What follows belongs to an exercise in optimizing a design on an open flow for small area and a short achievable clock period; a production flow would make more cautious choices. RTL that was checked went through simulation tests only; none was proved equivalent to the original. Power figures rest on the tool's default switching activity, not on a simulated workload.

==> flow/design.v (excerpt) <==
module agree_core (
    input  logic        clk_i,
    input  logic        rst_ni,
    output logic [31:0] imem_addr_o,
    input  logic [31:0] imem_rdata_i,
    output logic [13:0] dmem_addr_o,
    output logic [3:0]  dmem_wren_o,
    output logic [31:0] dmem_wdata_o,
    input  logic [31:0] dmem_rdata_i,
    input  logic [31:0] io_sw_i,
    input  logic [3:0]  io_btn_i,
    output logic [31:0] pc_debug_o,
    output logic        insn_vld_o,
    output logic        wb_wren_o,
    output logic [4:0]  wb_rd_o,
    output logic [31:0] wb_data_o,
    output logic [31:0] io_ledr_o,
    output logic [6:0]  io_hex0_o,
                        io_hex1_o,
                        io_hex2_o,
                        io_hex3_o,
                        io_hex4_o,
                        io_hex5_o,
    output logic [31:0] io_lcd_o
);
Size: ~6100 cells after synthesis, about 360 I/O pins, about 0.074 mm^2 of cells after synthesis.
clock: 11.0 ns
lec_check: 0
cap_margin: 20
core_margin: 2
core_utilization: 65
cts_buf_list: sky130_fd_sc_hd__clkbuf_16
cts_cluster_diameter: 100
cts_cluster_size: 20
place_density: 0.72
setup_slack_margin: 5
slew_margin: 20
synth_hierarchical: 1
run.sh (not shown) runs the stock make flow with config.mk's settings and CLKGATE_MAP_FILE= SYNTH_SCRIPT=/design/flow/synth_recipe.tcl, a recipe that flattens the netlist after the stock synthesis.
The starting point completed without violations.
Then changed:
CORE_UTILIZATION = 55   (was 65)
PLACE_DENSITY = 0.65   (was 0.72)
Outcome: The new run ran to the end with no violations; worst hold slack is about the same; design area grows by 0.56%; utilization shrinks by 11 points; wire length grows by 1.3%; final cell count rose by 3.3%; critical path depth stays the same; non-clock buffer count came out higher by 18; worst setup slack improves by 0.36 ns; combinational power barely changes; sequential share of layout area decreases by 0.29 points; die area rose by 18%.

* * *

## alpha
Another version of the RTL of agree_core (not shown whole).
Size: about 6200 cells after synthesis, roughly 73000 um2 of cells after synthesis.
export LEC_CHECK = 0
export CAP_MARGIN = 20
export CORE_MARGIN = 2
export CORE_UTILIZATION = 55
export CTS_BUF_LIST = sky130_fd_sc_hd__clkbuf_16
export CTS_CLUSTER_DIAMETER = 100
export CTS_CLUSTER_SIZE = 24
export PLACE_DENSITY = 0.65
export SETUP_SLACK_MARGIN = 5
export SLEW_MARGIN = 20
export SYNTH_HIERARCHICAL = 1
create_clock -name core_clock -period 11.0 [get_ports {clk_i}]
#### Input delta (beta over alpha)
- a change of PLACE_DENSITY from 0.65 to 0.7
- a change of CTS_CLUSTER_SIZE from 24 to 28
==> summary.txt <==
Via total after detailed routing essentially unchanged between alpha and beta.
Delta (beta minus alpha): post-route minimum period increased 190 ps; cell area after placement roughly the same; maximum clock rate went down 3.3%.
The run showing the greater worst slack on hold paths is alpha.
Summary of beta over alpha: multi-input logic portion of the cell area roughly the same, CTS clock-pin slew for the worst setup and hold paths roughly the same.
[inputs] gamma vs beta
- a change of PLACE_DENSITY from 0.7 to 0.65
- a change of CTS_CLUSTER_SIZE from 28 to 24
- an added GPL_ROUTABILITY_DRIVEN of 0
Findings:
Share of the clock period used by the worst path after layout: gamma vs beta down 1.3 points. Worst hold slack sits lower in gamma than in beta. Any difference in non-clock buffer contribution to total cell area between beta and gamma is small enough to ignore. gamma ends up with higher internal power summed over all cells than beta does.
[inputs] delta vs gamma
- CTS_CLUSTER_SIZE: 24 -> 20
- GPL_ROUTABILITY_DRIVEN: 0 -> unset
Notes after the runs:
gamma has lower number of clock buffers in the layout than delta.
Post-layout total power: delta worse than gamma
Going from gamma to delta, part of the cycle the worst path needs saw a decrease; CTS clock-pin slew for the worst setup and hold paths saw little to no change; share of the final layout cell area in sequential cells saw a decrease; clock skew saw an increase; maximum frequency saw an increase.

* * *

Another version of the RTL of agree_core (not shown whole).
Size: roughly 5500 cells after synthesis.
Settings: LEC_CHECK=0, CAP_MARGIN=20, CORE_MARGIN=2, CORE_UTILIZATION=25, PLACE_DENSITY=0.45, SLEW_MARGIN=20, SYNTH_HIERARCHICAL=1; clock period 11.0 ns.
Then changed:
--- a/flow/config.mk
+++ b/flow/config.mk
@@ -10,2 +10,3 @@
-export CORE_UTILIZATION = 25
-export PLACE_DENSITY = 0.45
+export CORE_UTILIZATION = 50
+export PLACE_DENSITY = 0.6
+export SETUP_SLACK_MARGIN = 5
What happened:
- via count went up by 1.9%
- worst hold slack stays flat
- wire length shrinks by 12%
- first-iteration DRC count increases by 20%
- design area fell by 3.0%
- setup slack gains 960 ps
- clock power fell by 4.4%
- synthesized area is unchanged
- die area goes down by 50%
No functional check of the RTL was part of any run of this note.

-- static timing again, ports no longer ideal --
The flow's constraints put no driver on any port. The routed layouts listed below were extracted and timed again, unchanged, in two steps.
Step 1 assumes that a clkbuf_16 drives the clock port and a buf_2 every other input.
Step 2 also shifts input and output timing later by t, the mid clock arrival at the registers, as if the neighbouring blocks saw the same clock.
Three values: ideal ports, drivers, drivers and shift; two values: the first two.
run	t, ns	setup slack, ns	worst hold slack (ns)	worst register clock-pin slew, ns	worst data-port slew with drivers (ns)
the first run of note 1	0.820	4.912 / 4.905 / 4.085	0.326 / 0.326 / 0.326	0.10 / 0.10	0.11
the second run of note 1	0.849	5.271 / 5.249 / 4.400	0.323 / 0.323 / 0.323	0.10 / 0.10	0.16
alpha	0.820	5.520 / 5.520 / 5.122	0.329 / 0.329 / 0.329	0.11 / 0.11	0.09
beta	0.788	5.335 / 5.335 / 4.662	0.326 / 0.326 / 0.326	0.12 / 0.12	0.15
gamma	0.820	5.479 / 5.479 / 4.885	0.317 / 0.317 / 0.317	0.12 / 0.12	0.11
delta	0.830	5.548 / 5.548 / 5.062	0.330 / 0.330 / 0.330	0.10 / 0.10	0.09
the first run of note 3	0.959	4.151 / 4.151 / 4.151	0.325 / 0.325 / 0.325	0.07 / 0.07	0.09
the second run of note 3	0.889	5.107 / 5.107 / 5.107	0.322 / 0.322 / 0.322	0.07 / 0.07	0.10
After both steps every run listed still meets setup and hold. For the second run of note 1, which loses most, drivers alone change the setup slack by -0.022 ns; drivers and shift together by -0.871 ns.
